This design comes from an exercise in tuning for small area and a short achievable clock period on the open sky130 flow, not from production work. Only simulation tests tie the RTL to the original design; equivalence was not proved. No activity file was given, so power comes from the tool's default toggle rates.

==> design.v <==
module router (
    input logic clk,
    input logic rst_n,
    input logic [3:0]  req_i,
    input logic [31:0] data_n_i,
    input logic [31:0] data_s_i,
    input logic [31:0] data_e_i,
    input logic [31:0] data_w_i,
    input logic        yumi_i,
    output logic [31:0] data_o,
    output logic        valid_o,
    output logic        busy_o
);
    logic [31:0] buffer [0:63];
    logic [63:0] rsel;         
    logic [7:0]  wlo, whi;     
    logic [7:0]  wlo_g;        
    logic [6:0]  count;
    logic        empty;        
    logic full, write_en, read_en;
    logic [31:0] rdata;
    assign full     = count[6];
    assign write_en = (|req_i) && !full;
    assign read_en  = yumi_i && !empty;
    logic sel_n, sel_s, sel_e, sel_w;
    assign sel_n = req_i[0];
    assign sel_s = !req_i[0] && req_i[1];
    assign sel_e = !req_i[0] && !req_i[1] && req_i[2];
    assign sel_w = !req_i[0] && !req_i[1] && !req_i[2];
    logic [31:0] din_lo, din_hi;
    router_sel4 u_din_lo (.a(data_n_i), .b(data_s_i), .c(data_e_i), .d(data_w_i),
                          .sa(sel_n), .sb(sel_s), .sc(sel_e), .sd(sel_w), .y(din_lo));
    router_sel4 u_din_hi (.a(data_n_i), .b(data_s_i), .c(data_e_i), .d(data_w_i),
                          .sa(sel_n), .sb(sel_s), .sc(sel_e), .sd(sel_w), .y(din_hi));
    always_ff @(posedge clk) begin
        for (int h = 0; h < 8; h++)
            for (int l = 0; l < 8; l++)
                if (whi[h] && wlo_g[l]) buffer[8*h+l] <= (h < 4) ? din_lo : din_hi;
    end
    logic [31:0] grp_n [0:21];
    for (genvar k = 0; k < 21; k++) begin : g_grp
        router_rd_grp3 u_grp (.d0(buffer[3*k]), .d1(buffer[3*k+1]), .d2(buffer[3*k+2]),
                              .s0(rsel[3*k]), .s1(rsel[3*k+1]), .s2(rsel[3*k+2]),
                              .y_n(grp_n[k]));
    end
    assign grp_n[21] = ~({32{rsel[63]}} & buffer[63]);
    logic [31:0] or9 [0:7];
    logic [31:0] or18_n [0:3];
    for (genvar k = 0; k < 7; k++) begin : g_or9
        router_nand3 u_nand (.a(grp_n[3*k]), .b(grp_n[3*k+1]), .c(grp_n[3*k+2]), .y(or9[k]));
    end
    assign or9[7] = ~grp_n[21];
    for (genvar k = 0; k < 4; k++) begin : g_or18
        router_nor2 u_nor (.a(or9[2*k]), .b(or9[2*k+1]), .y(or18_n[k]));
    end
    router_nand4 u_nand_last (.a(or18_n[0]), .b(or18_n[1]), .c(or18_n[2]), .d(or18_n[3]), .y(rdata));
    always_ff @(posedge clk) data_o <= rdata;
    logic [6:0] count_next;
    always_comb begin
        if (write_en && !read_en)      count_next = count + 7'd1;
        else if (!write_en && read_en) count_next = count - 7'd1;
        else                           count_next = count;
    end
    logic [7:0] wlo_next;
    assign wlo_next = write_en ? {wlo[6:0], wlo[7]} : wlo;
    always_ff @(posedge clk or negedge rst_n) begin
        if (!rst_n) begin
            rsel    <= 64'd1;
            wlo     <= 8'd1;
            wlo_g   <= 8'd1;
            whi     <= 8'd1;
            count   <= 7'd0;
            empty   <= 1'b1;
            valid_o <= 1'b0;
            busy_o  <= 1'b0;
        end else begin
            valid_o <= read_en;
            busy_o  <= (count >= 7'd60);
            if (read_en) rsel <= {rsel[62:0], rsel[63]};
            wlo   <= wlo_next;
            wlo_g <= count_next[6] ? 8'd0 : wlo_next;
            if (write_en && wlo[7]) whi <= {whi[6:0], whi[7]};
            count <= count_next;
            empty <= (empty && !write_en) || (count == 7'd1 && read_en && !write_en);
        end
    end
endmodule
module router_rd_grp3 (
    input  logic [31:0] d0, d1, d2,
    input  logic        s0, s1, s2,
    output logic [31:0] y_n
);
    assign y_n = ~(({32{s0}} & d0) | ({32{s1}} & d1) | ({32{s2}} & d2));
endmodule
module router_nand3 (
    input  logic [31:0] a, b, c,
    output logic [31:0] y
);
    assign y = ~(a & b & c);
endmodule
module router_nand4 (
    input  logic [31:0] a, b, c, d,
    output logic [31:0] y
);
    assign y = ~(a & b & c & d);
endmodule
module router_nor2 (
    input  logic [31:0] a, b,
    output logic [31:0] y
);
    assign y = ~(a | b);
endmodule
module router_sel4 (
    input  logic [31:0] a, b, c, d,
    input  logic        sa, sb, sc, sd,
    output logic [31:0] y
);
    assign y = ({32{sa}} & a) | ({32{sb}} & b) | ({32{sc}} & c) | ({32{sd}} & d);
endmodule
==> flow/run.sh <==
#!/bin/bash
# The standard layout (standard.sh, unchanged synthesis and steps), with one difference:
# the port buffers that global placement inserts are plain sky130_fd_sc_hd__buf_1 cells
# instead of the default choice (clkdlybuf4s50_1 delay cells).
# The whole make output goes to standard.log; ORFS's per-step logs stay under orfs/logs.
set -euo pipefail
cd "$(dirname "$0")/.."
export BUFFER_PORTS_ARGS="-buffer_cell sky130_fd_sc_hd__buf_1"
bash standard.sh > standard.log 2>&1
==> standard.sh <==
#!/bin/bash
# synth_recipe.tcl (not shown) runs the flow's synth.tcl, then flattens the netlist and writes it again
# the make line also repeats each setting of config.mk as NAME=value (left out here)
make -C /OpenROAD-flow-scripts/flow DESIGN_CONFIG=/design/flow/config.mk WORK_HOME=/design/flow/orfs CLKGATE_MAP_FILE= SYNTH_SCRIPT=/design/flow/synth_recipe.tcl "${@:-finish}"
==> config.mk <==
export PLATFORM = sky130hd
export DESIGN_NAME = router
export DESIGN_NICKNAME = router
export VERILOG_FILES = /design/flow/design.v
export SDC_FILE = /design/flow/constraint.sdc
export NUM_CORES = 4
export LEC_CHECK = 0
export ABC_CLOCK_PERIOD_IN_PS = 2300
export CAP_MARGIN = 20
export CORE_MARGIN = 2
export CORE_UTILIZATION = 60
export CTS_CLUSTER_DIAMETER = 80
export CTS_CLUSTER_SIZE = 25
export PLACE_DENSITY = 0.7
export SETUP_SLACK_MARGIN = 2.7
export SLEW_MARGIN = 20
export SYNTH_HIERARCHICAL = 1
export SYNTH_MINIMUM_KEEP_SIZE = 0
export TNS_END_PERCENT = 100
==> constraint.sdc <==
create_clock -name core_clock -period 5.0 [get_ports {clk}]
set_input_delay 1.0000 -clock core_clock [delete_from_list [all_inputs] [get_ports {clk}]]
set_output_delay 1.0000 -clock core_clock [all_outputs]
set_load 0.01 [all_outputs]
==> summary.txt, run 1 <==
worst r2r src - rsel[54]$_DFFE_PN0P_
Worst EP arrival - 2980 ps
CTS tree - built
EDFF count, synth - 2048
Layout Nets - 4245
share of the yosys chip area belonging to registers - 82.5%
RSZ-0062 raised after global routing - yes
layout check faults - antenna rules
Die Wd - 365 um
Yosys reg bits - 2178
Synth area leaders - edfxtp_1 79%, a222oi_1 8.6%, dfrtp_1 3.0%, buf_6 1.9%, nand3_1 1.5%
commonest cells in the netlist - 2048 x edfxtp_1, 672 x a222oi_1, 227 x nand3_1
period utilization - 48.5%
max-cap viol count - 0
Sw Ratio - 20.4%
crit path max fanout - 19
final setup vio count - 0
total global-route track usage - 35.8%
Inst Count DP - 5728
HPWL after detailed placement - 138000 um
TritonRoute pass-1 iters - 11
maximum VDD drop - 0.290 mV
Top-Level Pins - 169
initial DRC count - 9914
TritonCTS Sinks - 2178
Fin. Hold Viols - 0
Worst setup EP type - register
FMAX - 0.412 GHz
area share of the largest cell type after synthesis - 78.6%
most frequent cell after synthesis - edfxtp_1
layout cell share with drive strength beyond 1 - 14.2%
WL final - 242000 um
clock share of power - 30.0%
relative slew slack - 35.7%
worst hold path class - input port to async pin
PD cells - 363 mW/mm2
post-route ant nets - 1
port buffer count - 168
syn nets - 4044
largest net degree at the start of global routing - 65
Residual DRC - 0
Syn Std Cell Area - 0.0783 mm2
clock transition at the registers of the reported paths - 100 ps
Setup CP Type - register to register
placer congestion estimate - 0.930
FF-to-FF End - data_o[16]$_DFF_P_
Worst-Margin Slew - 964 ps
Num CTS Buffers - 97
synth unique cells - 42
htree depth - 3
DR vias/cell - 7.57
Reg power frac - 66.5%
total number of vias - 45000
vias in the first global route - 41800
die footprint - 0.133 mm2
hold buffer count at cts - 0
P_int - 24300 uW
status - complete, but fails checks
# rows - 132
fin. max-slew vios - 0
Clk Latency, worst-skew pair - 730 ps
CP max stage delay - 620 ps
Syn. warnings - 14
Setup crit start kind - register
reg2reg setup slack - 2570 ps
initial antenna violation count - 20
setup TNS - 0 ps
Avg Inst Size Synth - 20.1 um2
Worst Path Buf+Inv - 1
Syn-to-layout area delta - 7.35%
Mapped Cells - 3904
Most used DFF post-synth - edfxtp_1
gr ovfl total - 0
crit-path cells - buf_4, a222oi_1, nand3_1, nor2_1, nand4_1
Core Area - 0.129 mm2
cell leakage power - 0.0269 uW
combinational share of power - 3.5%
Clock Tree Buf Depth - 3
min cycle time layout - 2430 ps
Worst Path Required - 5550 ps
Switch Pwr - 6200 uW
Layout Cells excl Fill - 5949
global-route wire length before repair - 325000 um
drt wl/cell - 40.7 um
Die Y - 365 um
CP top delay family - simple AND/OR/NAND/NOR gates
initial core utilization - 60.5%
R2R cell count - 5
worst clock skew - 32.3 ps
post-synth top area cell - edfxtp_1
slowest CP cell - dfrtp_2
ys async rst share - 4.50%
root buffer cell - clkbuf_16
-- per-module statistics from Yosys (local to each module, per instance) --
module,cell area (um2),cells inside,copies in the design
router,66700,2443,1
router_sel4,679,108,2
router_rd_grp3,403,41,21
router_nand4,200,32,1
router_nand3,160,32,7
router_nor2,120,32,4
-- per-stage QoR --
step | power [uW] | utilization, % | hold slack [ps] | cell area (um2) | setup slack, ps
finish | 30500 | 64.9 | 378 | 84000 | 2570
global route | 31200 | 64.9 | 458 | 84000 | 2690
CTS | 30400 | 64.6 | 395 | 83700 | 2700
detailed placement | 21600 | 62.2 | 484 | 80600 | 1380
global placement | 21600 | 62.2 | 489 | 80600 | 1450
floorplan | 21200 | - | 459 | 78500 | 2550
-- cell usage in the layout (no fill, tap or decap), types with 62 or more instances in the layout --
| master | Yosys | routed |
|---|---|---|
| buf_4 | 0 | 146 |
| a222oi_1 | 672 | 672 |
| clkbuf_1 | 6 | 75 |
| nand2_2 | 1 | 62 |
| nor2_1 | 132 | 91 |
| clkbuf_16 | 0 | 102 |
| edfxtp_1 | 2048 | 2048 |
| a22oi_1 | 128 | 128 |
| nand3_1 | 227 | 224 |
| mux2_2 | 78 | 78 |
| buf_1 | 0 | 159 |
-- power by group through the flow --
stage                     combinational (uW)  sequential, uW  clock, uW
after floorplan                          597           20600          0
after global placement                   946           20700          0
after detailed placement                 982           20700          0
after CTS                               1020           20200       9150
after global routing                    1150           20300       9770
final                                   1070           20200       9150
-- flip-flops by register name, summed over array words and instances, names as in the netlist --
register,cells
empty,1
busy_o,1
wlo,8
whi,8
count,7
buffer,2048
valid_o,1
data_o,32
rsel,64
wlo_g,8
-- worst max path at each step --
stage / startpoint / to / cells after the start
detailed placement: req_i[0] / buffer[56][31]$_DFFE_PP_ / 4
CTS: data_o[17]$_DFF_P_ / data_o[17] / 1
global placement: req_i[0] / wlo_g[4]$_DFF_PN0_ / 8
floorplan: req_i[1] / wlo_g[1]$_DFF_PN0_ / 7
finish: rsel[54]$_DFFE_PN0P_ / data_o[16]$_DFF_P_ / 5
global route: rsel[0]$_DFFE_PN1P_ / data_o[0]$_DFF_P_ / 5
-- cell families after synthesis --
family / Yosys count / synth area share [%]
xor gates and xnor gates: 1 / 0.0352
adders and majority gates: 5 / 0.0799
DFF: 2178 / 82.5
buffers and inverters: 233 / 2.52
and+or+nand+nor: 587 / 3.69
muxes: 80 / 1.15
AOI/OAI and AO/OA: 820 / 10.0
-- per-layer routing --
layer	vias to the layer above	track usage (%)	part of all wire, %
met5	-	1.09	0.084
met4	10	19.2	6.7
met1	22800	44.9	31
met2	3934	57.5	47
met3	781	9.42	15
li1	17500	-	-
-- layout make-up --
type                    count  area [um2]
flip-flops and latches   2178       64700
fillers                  8661       45500
multi-input cells        1495       12200
clock buffers             176        2790
well taps                1742        2180
repair buffers            326        1960
diodes                     21        52.6
clock inverters             4        50.0
inverters                   7        30.0
-- repair_timing --
action                      CTS  global route
gates cloned                  2             2
pin swaps                     4            15
gates resized for setup      76            48
setup buffers                 9             7
setup endpoints to repair  2133           182
hold endpoints to repair      0             0
==> inputs of run 2 (changes only) <==
--- a/design.v
+++ b/design.v
@@ -37,23 +37,21 @@
             for (int l = 0; l < 8; l++)
                 if (whi[h] && wlo_g[l]) buffer[8*h+l] <= (h < 4) ? din_lo : din_hi;
     end
-    logic [31:0] grp_n [0:21];
-    for (genvar k = 0; k < 21; k++) begin : g_grp
-        router_rd_grp3 u_grp (.d0(buffer[3*k]), .d1(buffer[3*k+1]), .d2(buffer[3*k+2]),
-                              .s0(rsel[3*k]), .s1(rsel[3*k+1]), .s2(rsel[3*k+2]),
-                              .y_n(grp_n[k]));
+    logic [31:0] grp_n [0:31];
+    logic [31:0] or8 [0:7];
+    logic [31:0] or16_n [0:3];
+    for (genvar k = 0; k < 32; k++) begin : g_grp
+        router_rd_grp2 u_grp (.d0(buffer[2*k]), .d1(buffer[2*k+1]),
+                              .s0(rsel[2*k]), .s1(rsel[2*k+1]), .y_n(grp_n[k]));
     end
-    assign grp_n[21] = ~({32{rsel[63]}} & buffer[63]);
-    logic [31:0] or9 [0:7];
-    logic [31:0] or18_n [0:3];
-    for (genvar k = 0; k < 7; k++) begin : g_or9
-        router_nand3 u_nand (.a(grp_n[3*k]), .b(grp_n[3*k+1]), .c(grp_n[3*k+2]), .y(or9[k]));
+    for (genvar k = 0; k < 8; k++) begin : g_or8
+        router_nand4 u_nand (.a(grp_n[4*k]), .b(grp_n[4*k+1]), .c(grp_n[4*k+2]), .d(grp_n[4*k+3]),
+                             .y(or8[k]));
     end
-    assign or9[7] = ~grp_n[21];
-    for (genvar k = 0; k < 4; k++) begin : g_or18
-        router_nor2 u_nor (.a(or9[2*k]), .b(or9[2*k+1]), .y(or18_n[k]));
+    for (genvar k = 0; k < 4; k++) begin : g_or16
+        router_nor2 u_nor (.a(or8[2*k]), .b(or8[2*k+1]), .y(or16_n[k]));
     end
-    router_nand4 u_nand_last (.a(or18_n[0]), .b(or18_n[1]), .c(or18_n[2]), .d(or18_n[3]), .y(rdata));
+    router_nand4 u_nand_last (.a(or16_n[0]), .b(or16_n[1]), .c(or16_n[2]), .d(or16_n[3]), .y(rdata));
     always_ff @(posedge clk) data_o <= rdata;
     logic [6:0] count_next;
     always_comb begin
@@ -61,6 +59,8 @@
         else if (!write_en && read_en) count_next = count - 7'd1;
         else                           count_next = count;
     end
+    logic full_next;
+    assign full_next = full ? !read_en : (count == 7'd63) && write_en && !read_en;
     logic [7:0] wlo_next;
     assign wlo_next = write_en ? {wlo[6:0], wlo[7]} : wlo;
     always_ff @(posedge clk or negedge rst_n) begin
@@ -78,25 +78,19 @@
             busy_o  <= (count >= 7'd60);
             if (read_en) rsel <= {rsel[62:0], rsel[63]};
             wlo   <= wlo_next;
-            wlo_g <= count_next[6] ? 8'd0 : wlo_next;
+            wlo_g <= full_next ? 8'd0 : wlo_next;
             if (write_en && wlo[7]) whi <= {whi[6:0], whi[7]};
             count <= count_next;
             empty <= (empty && !write_en) || (count == 7'd1 && read_en && !write_en);
         end
     end
 endmodule
-module router_rd_grp3 (
-    input  logic [31:0] d0, d1, d2,
-    input  logic        s0, s1, s2,
+module router_rd_grp2 (
+    input  logic [31:0] d0, d1,
+    input  logic        s0, s1,
     output logic [31:0] y_n
 );
-    assign y_n = ~(({32{s0}} & d0) | ({32{s1}} & d1) | ({32{s2}} & d2));
-endmodule
-module router_nand3 (
-    input  logic [31:0] a, b, c,
-    output logic [31:0] y
-);
-    assign y = ~(a & b & c);
+    assign y_n = ~(({32{s0}} & d0) | ({32{s1}} & d1));
 endmodule
 module router_nand4 (
     input  logic [31:0] a, b, c, d,
==> run 2 against run 1 <==
  * Now clean on timing, DRC and antenna
  * Combinational power down 9%
  * Total power up 0.51%
  * Die area up 1.3%
  * Cell count up 7.5%
  * Sequential cell count unchanged
  * Utilization about the same
  * Sequential share of layout area down 1.1 points
  * Clock skew up 6.6 ps
  * Highest routed layer unchanged
==> summary.txt, run 2 <==
Reg power frac - 66.1%
Residual DRC - 0
initial DRC count - 8763
adder-cell area share of the yosys netlist - 0.0789%
initial core utilization - 60.4%
max FFs per register - 2048
Worst EP arrival - 2830 ps
CTS tree - built
Switch Pwr - 6270 uW
Sw Ratio - 20.5%
TritonRoute pass-1 iters - 6
worst clock skew - 38.8 ps
P_int - 24300 uW
Reg area - 0.0647 mm2
port buffer count - 168
Worst setup EP type - register
htree depth - 3
multi-input logic area - 0.0136 mm2
Top-Level Pins - 169
die footprint - 0.135 mm2
Top reg by flops - buffer
period utilization - 47.4%
RSZ-0062 raised after global routing - no
most frequent cells in the layout - 2048 x edfxtp_1, 1153 x a22oi_1, 290 x nand4_1, 193 x nand2_1, 161 x buf_1
most frequent cell after synthesis - edfxtp_1
FMAX - 0.422 GHz
commonest non-fill, non-tap cell in the layout - edfxtp_1
clock transition at the registers of the reported paths - 100 ps
clock share of power - 30.7%
commonest cells in the netlist - 2048 x edfxtp_1, 1153 x a22oi_1, 290 x nand4_1
vias in the first global route - 44500
Synth area leaders - edfxtp_1 78%, a22oi_1 11%, dfrtp_1 2.9%, nand4_1 2.3%, buf_6 1.4%
Syn-to-layout area delta - 7.44%
fillers - 8798
max-cap viol count - 0
Clock Tree Buf Depth - 3
post-synthesis simple-gate area fraction - 4.80%
layout cell share with drive strength beyond 1 - 11.0%
placer congestion estimate - 0.902
post-synth top area cell - edfxtp_1
Setup crit start kind - register
Mapped Cells - 4369
# rows - 133
compound-cell area share of the yosys netlist - 11.1%
total number of vias - 47900
fin. max-slew vios - 0
root buffer cell - clkbuf_16
initial antenna violation count - 18
EDFF count, synth - 2048
area share of the largest cell type after synthesis - 77.5%
setup TNS - 0 ps
Syn Std Cell Area - 0.0793 mm2
HPWL after detailed placement - 139000 um
Clk Latency, worst-skew pair - 740 ps
worst hold path class - input port to async pin
TritonCTS Sinks - 2178
Layout Nets - 4697
Most used DFF post-synth - edfxtp_1
cell leakage power - 0.0265 uW
largest family of logic cells by synthesized area - compound AO/OA/AOI/OAI gates
DR vias/cell - 7.48
top flop regs - buffer: 2048 flops, rsel: 64 flops, data_o: 32 flops
Setup CP Type - register to register
mux contribution to synthesized area - 0.254%
Fin. Hold Viols - 0
syn nets - 4509
drt wl/cell - 39.6 um
Syn. warnings - 12
Core Area - 0.131 mm2
crit path max fanout - 14
status - finished clean
PD cells - 359 mW/mm2
XOR/XNOR share of the synthesized area - 0.0773%
synth unique cells - 41
WL final - 254000 um
largest net degree at the start of global routing - 65
fin util - 64.9%
final setup vio count - 0
relative slew slack - 30.6%
hold buffer count at cts - 0
min cycle time layout - 2370 ps
R2R cell count - 5
Avg Inst Size Synth - 18.2 um2
Yosys reg bits - 2178
Num CTS Buffers - 98
Worst-Margin Slew - 1040 ps
Die Wd - 368 um
Die Y - 368 um
share of the yosys chip area belonging to registers - 81.5%
total global-route track usage - 37.2%
combinational share of power - 3.2%
post-route ant nets - 0
Worst Path Required - 5460 ps
ys async rst share - 4.50%
maximum VDD drop - 0.321 mV
gr ovfl total - 0
global-route wire length before repair - 346000 um
[run 2: changes by cell type in the layout (fill, tap and decap cells not counted), moves of 12 or more]
cell,before,now
a22oi_1,128,1153
a222oi_1,672,0
nand4_1,34,290
nand3_1,224,1
nand2_1,5,193
mux2_2,78,16
nand2_2,62,17
nand2_4,3,47
and2_1,39,0
diode_2,21,6
dfrtp_1,43,55
[run 2: what timing repair did]
| action | CTS | global route |
|---|---|---|
| endpoints found under the setup margin | 575 | 1236 |
| resized for setup | 62 | 85 |
| setup buffers | 2 | 0 |
| gates cloned | 2 | 0 |
| pin swaps | 2 | 1 |
[run 2: area by class of cell]
| cell class | instances | share of cell area [%] |
|---|---|---|
| diodes | 6 | 0.0176 |
| clock buffers | 170 | 3.34 |
| clock inverters | 7 | 0.101 |
| inverters | 4 | 0.0206 |
| multi-input cells | 1956 | 15.9 |
| flip-flops and latches | 2178 | 75.9 |
| well taps | 1755 | 2.58 |
| repair buffers | 319 | 2.14 |
[run 2: routing by layer]
metal	GRT usage [%]	vias up	share of wire, %
li1	-	18400	-
met1	50.7	24200	33
met2	54.9	4379	44
met3	12.3	835	17
met4	17.0	20	5.5
met5	0	-	0.049
[run 2: power groups by stage]
stage	logic (uW)	clock network [uW]	registers, uW
after floorplan	526	0	20600
after global placement	869	0	20700
after detailed placement	904	0	20700
after CTS	918	9380	20200
after global routing	1040	9980	20300
final	977	9400	20200
[run 2: logic make-up after synthesis]
kind of cell             Yosys count
XOR/XNOR                           7
multiplexers                      18
adder cells (fa/ha/maj)            5
AND/OR/NAND/NOR                  757
AO/OA/AOI/OAI                   1167
flip-flops                      2178
buffers and inverters            237
[run 2: final timing paths]
kind                       slack (ps)            startpoint                    to
min reg2reg                       500  count[5]$_DFFE_PN0P_  count[5]$_DFFE_PN0P_
max in group asynchronous        3570                 rst_n    whi[0]$_DFFE_PN1P_
min                               400                 rst_n  rsel[33]$_DFFE_PN0P_
min in group core_clock           500  count[5]$_DFFE_PN0P_  count[5]$_DFFE_PN0P_
max                              2630   rsel[8]$_DFFE_PN0P_     data_o[1]$_DFF_P_
max reg2reg                      2630   rsel[8]$_DFFE_PN0P_     data_o[1]$_DFF_P_
[run 2: through the flow]
step | setup slack [ps] | area [um2] | cells | total power, uW | hold WS (ps)
4_1_cts | 2680 | 84900 | 6389 | 30500 | 493
2_1_floorplan | 2270 | 79500 | 4369 | 21200 | 454
3_5_place_dp | 1650 | 81800 | 6208 | 21600 | 478
3_3_place_gp | 1700 | 81800 | 6208 | 21500 | 475
5_1_grt | 2700 | 85200 | 6389 | 31300 | 468
6_report | 2630 | 85200 | 6395 | 30600 | 400
[run 2: per-module statistics from Yosys, one instance, submodules excluded]
| module | flip-flops and latches | area [um2] |
|---|---|---|
| router_nor2 | 0 | 120 |
| router_sel4 | 0 | 679 |
| router_nand4 | 0 | 200 |
| router | 2178 | 66400 |
| router_rd_grp2 | 0 | 289 |
[run 2: worst max-delay path: stages (launching register included)]
cell     delay [ps]
dfrtp_4         660
buf_4           290
a22oi_1         210
nand4_1         270
nor2_4          240
nand4_1         400
==> inputs of run 3 (changes only) <==
==> flow/run.sh (replaced) <==
#!/bin/bash
set -euo pipefail
cd "$(dirname "$0")/.."
export BUFFER_PORTS_ARGS="-buffer_cell sky130_fd_sc_hd__buf_1"
export PRE_GLOBAL_ROUTE_TCL="$PWD/flow/pess_rc.tcl"
bash standard.sh > standard.log 2>&1
==> flow/pess_rc.tcl (new file) <==
# Pessimistic wire parasitics for the timing repair after global routing: the platform's
# layer RC scaled by 1.25, so that repair leaves margin for the detailed route.
set_layer_rc -layer li1 -capacitance [expr {1.25*1.499e-04}] -resistance [expr {1.25*7.176e-02}]
set_layer_rc -layer met1 -capacitance [expr {1.25*1.72375E-04}] -resistance [expr {1.25*8.929e-04}]
set_layer_rc -layer met2 -capacitance [expr {1.25*1.36233E-04}] -resistance [expr {1.25*8.929e-04}]
set_layer_rc -layer met3 -capacitance [expr {1.25*2.14962E-04}] -resistance [expr {1.25*1.567e-04}]
set_layer_rc -layer met4 -capacitance [expr {1.25*1.48128E-04}] -resistance [expr {1.25*1.567e-04}]
set_layer_rc -layer met5 -capacitance [expr {1.25*1.54087E-04}] -resistance [expr {1.25*1.781e-05}]
==> run 3 against run 2 <==
  * Highest routed layer unchanged
  * Still clean on timing, DRC and antenna
  * Cell area grew 0.76%
  * Combinational power grew 2%
  * Total power barely moved
  * First-iteration DRC count fell by 0.48%
  * Die area is the same
  * Clock-buffer cell count unchanged
  * Critical path depth fell by 4
  * Register-to-register slack gained 130 ps
  * Via count is essentially flat
  * Synthesized cell count did not move
  * Hold slack got worse by 110 ps
  * Area after synthesis is the same
==> summary.txt, run 3 <==
most frequent cell after synthesis - edfxtp_1
Worst-Margin Slew - 941 ps
period utilization - 45.8%
TritonRoute pass-1 iters - 8
Worst setup EP type - output pin
drt wl/cell - 39.5 um
CP top delay family - flip-flops
Avg Inst Size Synth - 18.2 um2
slowest CP cell - dfrtp_1
R2R cell count - 5
Num CTS Buffers - 98
# rows - 133
hold buffer count at cts - 0
fin util - 65.4%
Setup crit start kind - register
CP max stage delay - 430 ps
Die Y - 368 um
TritonCTS Sinks - 2178
RSZ-0062 raised after global routing - yes
placer congestion estimate - 0.902
layout cell share with drive strength beyond 1 - 12.3%
gr ovfl total - 0
Most used DFF post-synth - edfxtp_1
final setup vio count - 0
syn nets - 4509
Top-Level Pins - 169
Top reg by flops - buffer
Mapped Cells - 4369
worst r2r src - rsel[28]$_DFFE_PN0P_
reg2reg setup slack - 2760 ps
max FFs per register - 2048
Synth area leaders - edfxtp_1 78%, a22oi_1 11%, dfrtp_1 2.9%, nand4_1 2.3%, buf_6 1.4%
largest net degree at the start of global routing - 65
Worst Path Buf+Inv - 1
clock transition at the registers of the reported paths - 100 ps
FMAX - 0.437 GHz
setup TNS - 0 ps
Power Total - 30600 uW
FF-to-FF End - data_o[1]$_DFF_P_
maximum VDD drop - 0.319 mV
fin. max-slew vios - 0
commonest non-fill, non-tap cell in the layout - edfxtp_1
initial core utilization - 60.4%
DR vias/cell - 7.46
status - finished clean
min cycle time layout - 2290 ps
PD cells - 357 mW/mm2
XOR/XNOR share of the synthesized area - 0.0773%
Syn. warnings - 12
global-route wire length before repair - 346000 um
CP startpoint - valid_o$_DFF_PN0_
ys async rst share - 4.50%
share of the yosys chip area belonging to registers - 81.5%
port buffer count - 168
total global-route track usage - 37.2%
Worst EP arrival - 1290 ps
Core Area - 0.131 mm2
htree depth - 3
cell leakage power - 0.0268 uW
adder-cell area share of the yosys netlist - 0.0789%
post-route ant nets - 0
Syn-to-layout area delta - 8.25%
mux contribution to synthesized area - 0.254%
Worst Path Required - 4000 ps
max-cap viol count - 0
compound-cell area share of the yosys netlist - 11.1%
Yosys reg bits - 2178
Die Wd - 368 um
crit-path cells - buf_6
Syn Std Cell Area - 0.0793 mm2
root buffer cell - clkbuf_16
area share of the largest cell type after synthesis - 77.5%
total number of vias - 47900
EDFF count, synth - 2048
Residual DRC - 0
Clk Latency, worst-skew pair - 740 ps
Layout Nets - 4716
initial DRC count - 8721
post-synth top area cell - edfxtp_1
crit path max fanout - 1
post-synthesis simple-gate area fraction - 4.80%
vias in the first global route - 44500
Setup CP Type - register to output pin
commonest cells in the netlist - 2048 x edfxtp_1, 1153 x a22oi_1, 290 x nand4_1
Clock Tree Buf Depth - 3
HPWL after detailed placement - 139000 um
top flop regs - buffer: 2048 flops, rsel: 64 flops, data_o: 32 flops
relative slew slack - 37.3%
CTS tree - built
worst clock skew - 36.0 ps
Fin. Hold Viols - 0
most frequent cells in the layout - 2048 x edfxtp_1, 1153 x a22oi_1, 290 x nand4_1, 193 x nand2_1, 143 x buf_1
initial antenna violation count - 18
WL final - 254000 um
worst hold path class - input port to async pin
die footprint - 0.135 mm2
largest family of logic cells by synthesized area - compound AO/OA/AOI/OAI gates
synth unique cells - 41
==> run 3: per-module statistics from Yosys (local to each module, per instance) <==
| module | cell area, um2 | copies in the design | flip-flops and latches |
|---|---|---|---|
| router | 66400 | 1 | 2178 |
| router_sel4 | 679 | 2 | 0 |
| router_nor2 | 120 | 4 | 0 |
| router_nand4 | 200 | 9 | 0 |
| router_rd_grp2 | 289 | 32 | 0 |
==> run 3: repair_timing <==
action | in CTS | in global routing
setup endpoints to repair | 575 | 2153
buffers inserted | 2 | 19
pin swaps | 2 | 5
gates resized for setup | 62 | 249
gates cloned | 2 | 0
==> run 3: worst max path at each step <==
| stage | endpoint | slack, ps | depth (start not counted) |
|---|---|---|---|
| after floorplan | count[5]$_DFFE_PN0P_ | 2270 | 7 |
| after global placement | wlo_g[4]$_DFF_PN0_ | 1700 | 5 |
| after detailed placement | buffer[56][31]$_DFFE_PP_ | 1650 | 5 |
| after CTS | valid_o | 2680 | 1 |
| after global routing | data_o[1]$_DFF_P_ | 2610 | 5 |
| final | valid_o | 2710 | 1 |
==> run 3: routing by layer <==
metal,global-route usage [%],share of wire [%]
met3,12.3,17
met1,50.7,33
met5,0,0.12
met4,17.0,5.2
met2,54.9,45
==> run 3: cell type report <==
type                            count  area, um2
Clock inverter                      7       86.3
Timing Repair Buffer              338       2170
Inverter                            4       17.5
Sequential cell                  2178      64700
Fill cell                        8742      45400
Tap cell                         1755       2200
Multi-Input combinational cell   1956      13800
Clock buffer                      170       2850
Antenna cell                        5       12.5
==> run 3: per-stage QoR <==
| step | cell area, um2 | setup slack (ps) | std cells | hold slack, ps |
|---|---|---|---|---|
| detailed placement | 81800 | 1650 | 6208 | 478 |
| global route | 85800 | 2610 | 6410 | 296 |
| global placement | 81800 | 1700 | 6208 | 475 |
| floorplan | 79500 | 2270 | 4369 | 454 |
| CTS | 84900 | 2680 | 6389 | 493 |
| finish | 85900 | 2710 | 6413 | 287 |
==> run 3: cell families after synthesis <==
family                   count (synthesis)
AO/OA/AOI/OAI                         1167
flip-flops                            2178
buffers and inverters                  237
adder cells (fa/ha/maj)                  5
multiplexers                            18
XOR/XNOR                                 7
AND/OR/NAND/NOR                        757
==> run 3: where the power goes <==
part | internal [uW] | switching, uW | total, uW
Combinational | 189 | 806 | 995
Clock | 3980 | 5420 | 9400
Sequential | 20200 | 55.5 | 20200
Total | 24400 | 6280 | 30600
==> inputs of run 4 (changes only) <==
--- a/design.v
+++ b/design.v
@@ -53,10 +53,11 @@
     end
     router_nand4 u_nand_last (.a(or16_n[0]), .b(or16_n[1]), .c(or16_n[2]), .d(or16_n[3]), .y(rdata));
     always_ff @(posedge clk) data_o <= rdata;
-    logic [6:0] count_next;
+    logic [6:0] count_inc, count_dec, count_next;
+    router_incdec u_incdec (.c(count), .inc(count_inc), .dec(count_dec));
     always_comb begin
-        if (write_en && !read_en)      count_next = count + 7'd1;
-        else if (!write_en && read_en) count_next = count - 7'd1;
+        if (write_en && !read_en)      count_next = count_inc;
+        else if (!write_en && read_en) count_next = count_dec;
         else                           count_next = count;
     end
     logic full_next;
@@ -111,3 +112,10 @@
 );
     assign y = ({32{sa}} & a) | ({32{sb}} & b) | ({32{sc}} & c) | ({32{sd}} & d);
 endmodule
+module router_incdec (
+    input  logic [6:0] c,
+    output logic [6:0] inc, dec
+);
+    assign inc = c + 7'd1;
+    assign dec = c - 7'd1;
+endmodule
==> run 4 against run 3 <==
  * Still clean
  * Register-to-register slack better by 70 ps
  * Synthesized cell count grew 0.66%
  * Sequential cell count did not move
  * Utilization up 0.22 points
  * Routed wire length shrank 1.5%
  * Global-route usage decreased by 0.92 points
  * Fmax grew 1.5%
  * Via count shrank 0.63%
  * Critical path type is now input port to register
  * Critical endpoint is now buffer[11][8]$_DFFE_PP_
==> summary.txt, run 4 <==
slowest CP cell - a22oi_1
CTS tree - built
Top-Level Pins - 169
setup TNS - 0 ps
WL final - 250000 um
Reg power frac - 65.5%
Yosys reg bits - 2178
CP max stage delay - 470 ps
Place WS - 1450 ps
min cycle time layout - 2260 ps
DR vias/cell - 7.35
Clk Latency, worst-skew pair - 760 ps
period utilization - 45.1%
initial DRC count - 7932
CP dominant cell by count - buf_12
clock share of power - 31.0%
status - finished clean
Worst-Margin Slew - 963 ps
most frequent cell after synthesis - edfxtp_1
port buffer count - 168
maximum VDD drop - 0.257 mV
commonest non-fill, non-tap cell in the layout - edfxtp_1
fin area - 0.0862 mm2
drt wl/cell - 38.6 um
top flop regs - buffer: 2048 flops, rsel: 64 flops, data_o: 32 flops
Synth area leaders - edfxtp_1 77%, a22oi_1 11%, dfrtp_1 2.9%, nand4_1 2.3%, buf_6 1.5%
HPWL after detailed placement - 140000 um
synth unique cells - 37
Top reg by flops - buffer
Layout Nets - 4763
clock transition at the registers of the reported paths - 100 ps
fin. max-slew vios - 0
crit-path cells - clkbuf_4, nor2b_4, buf_12, buf_12, a22oi_1, nand2_4
placer congestion estimate - 0.917
reg2reg setup slack - 2830 ps
die footprint - 0.135 mm2
Syn Std Cell Area - 0.0795 mm2
gr ovfl total - 0
EDFF count, synth - 2048
P_int - 24500 uW
area share of the largest cell type after synthesis - 77.4%
htree depth - 3
RSZ-0062 raised after global routing - yes
Most used DFF post-synth - edfxtp_1
most frequent cells in the layout - 2048 x edfxtp_1, 1146 x a22oi_1, 289 x nand4_1, 204 x nand2_1, 163 x buf_4
PD cells - 359 mW/mm2
Syn. warnings - 12
dpl cell area - 0.0821 mm2
Clock Tree Buf Depth - 3
Die Y - 368 um
Num CTS Buffers - 100
CP startpoint - req_i[0]
worst r2r src - rsel[10]$_DFFE_PN0P_
max-cap viol count - 0
TritonCTS Sinks - 2178
worst clock skew - 26.5 ps
hold buffer count at cts - 0
Residual DRC - 0
Setup CP Type - input port to register
global-route wire length before repair - 339000 um
initial core utilization - 60.4%
largest net degree at the start of global routing - 45
Die Wd - 368 um
Avg Inst Size Synth - 18.1 um2
layout cell share with drive strength beyond 1 - 12.8%
post-synth top area cell - edfxtp_1
max FFs per register - 2048
FMAX - 0.443 GHz
Sw Ratio - 20.8%
relative slew slack - 35.8%
crit path max fanout - 32
Setup crit start kind - input port
# rows - 133
Worst Path Required - 5410 ps
total global-route track usage - 36.3%
worst hold path class - input port to async pin
combinational share of power - 3.4%
TritonRoute pass-1 iters - 6
Fin. Hold Viols - 0
cell leakage power - 0.0271 uW
Switch Pwr - 6440 uW
post-route ant nets - 0
total number of vias - 47600
Mapped Cells - 4398
Worst EP arrival - 2670 ps
vias in the first global route - 43900
Syn-to-layout area delta - 8.55%
commonest cells in the netlist - 2048 x edfxtp_1, 1152 x a22oi_1, 289 x nand4_1
initial antenna violation count - 16
Worst setup EP type - register
final setup margin - 2740 ps
ys async rst share - 4.50%
syn nets - 4536
Core Area - 0.131 mm2
final setup vio count - 0
share of the yosys chip area belonging to registers - 81.3%
fillers - 8868
root buffer cell - clkbuf_16
run 4: logic make-up (layout without fill, tap and decap cells):
kind of cell	after synthesis	in the layout	synth area share, %
flops	2178	2178	81.3
xor+xnor	10	10	0.110
compound gates	1169	1169	11.0
fa+ha+maj	3	3	0.0472
mux	24	24	0.365
simple gates	774	776	4.84
buf+inv	240	553	2.30
other cells	0	3	0
run 4: final timing paths:
path,end,cells after the start
min,count[4]$_DFFE_PN0P_,1
min reg2reg,empty$_DFF_PN1_,2
max,buffer[11][8]$_DFFE_PP_,6
min in group core_clock,empty$_DFF_PN1_,2
max in group asynchronous,rsel[29]$_DFFE_PN0P_,2
max reg2reg,data_o[11]$_DFF_P_,6
run 4: layout make-up:
class / instances / area, um2 / area share [%]
sequential: 2178 / 64700 / 75.0
multi-input combinational: 1982 / 13900 / 16.2
clock buffer: 175 / 2900 / 3.36
timing repair buffer: 358 / 2320 / 2.69
tap: 1755 / 2200 / 2.55
clock inverter: 15 / 183 / 0.212
inverter: 5 / 23.8 / 0.0276
antenna: 3 / 7.51 / 0.00870
run 4: timing repair:
action	4_1_cts	5_1_grt
resized for setup	50	226
pin swaps	2	15
endpoints found under the setup margin	2006	1965
gates cloned	0	2
buffers inserted	6	11
run 4: worst max-delay path, delay by kind of cell:
family	cells	cell delay, ps
buffers and inverters	3	730
AOI/OAI and AO/OA	1	470
and+or+nand+nor	2	400
run 4: power groups by stage:
stage | clock [uW] | sequential, uW | combinational (uW)
4_1_cts | 9610 | 20300 | 981
3_5_place_dp | 0 | 20700 | 970
3_3_place_gp | 0 | 20700 | 925
2_1_floorplan | 0 | 20700 | 580
5_1_grt | 10900 | 20300 | 1260
6_report | 9610 | 20300 | 1070
run 4: stage by stage:
stage	std cells	total power [uW]	hold WS (ps)	utilization (%)
CTS	6454	30900	213	64.9
detailed placement	6258	21700	526	62.4
global route	6468	32500	214	65.6
global placement	6258	21600	513	62.4
floorplan	4398	21200	491	-
finish	6471	30900	219	65.6
run 4: modules after synthesis, one instance, submodules excluded:
module | cells | times used | cell area, um2
router_rd_grp2 | 38 | 32 | 289
router_sel4 | 108 | 2 | 679
router_nand4 | 32 | 9 | 200
router_nor2 | 32 | 4 | 120
router_incdec | 29 | 1 | 199
router | 2521 | 1 | 66400
run 4: layer usage:
metal	vias up	wire length, um	track usage [%]	share of wire [%]
met3	846	38200	10.6	15
met1	24100	83500	48.2	33
met5	-	115	0	0.046
met4	18	13900	17.3	5.6
met2	3953	114000	55.6	46
li1	18600	-	-	-

static timing again, ports no longer ideal:
How much do the figures lean on ideal ports? The routed layouts below were timed once more, with nothing changed but the port constraints. Step 1, drivers: a clkbuf_16 drives clk and a buf_2 each remaining input, both assumed. Step 2, shift: input delay + t, output delay - t, t = (earliest + latest rising clock arrival at the registers) / 2. This alone moves slack from input paths to output paths. Slacks: no drivers / after step 1 / after step 2; pairs: no drivers / after step 1.
run | t, ns | setup WS [ns] | latest minus earliest clock arrival (ns) | worst register clock-pin slew, ns | worst data-port slew with drivers (ns)
run 1 | 0.802 | 2.574 / 2.574 / 1.883 | 0.039 / 0.039 | 0.11 / 0.11 | 0.24
run 2 | 0.808 | 2.628 / 2.628 / 1.885 | 0.045 / 0.045 | 0.10 / 0.10 | 0.11
run 3 | 0.808 | 2.710 / 2.629 / 1.944 | 0.050 / 0.049 | 0.10 / 0.10 | 0.11
run 4 | 0.831 | 2.743 / 2.615 / 1.785 | 0.031 / 0.031 | 0.10 / 0.10 | 0.20
The setup slack of run 4, which loses most, moves by -0.128 ns with the drivers and by -0.958 ns with both steps.
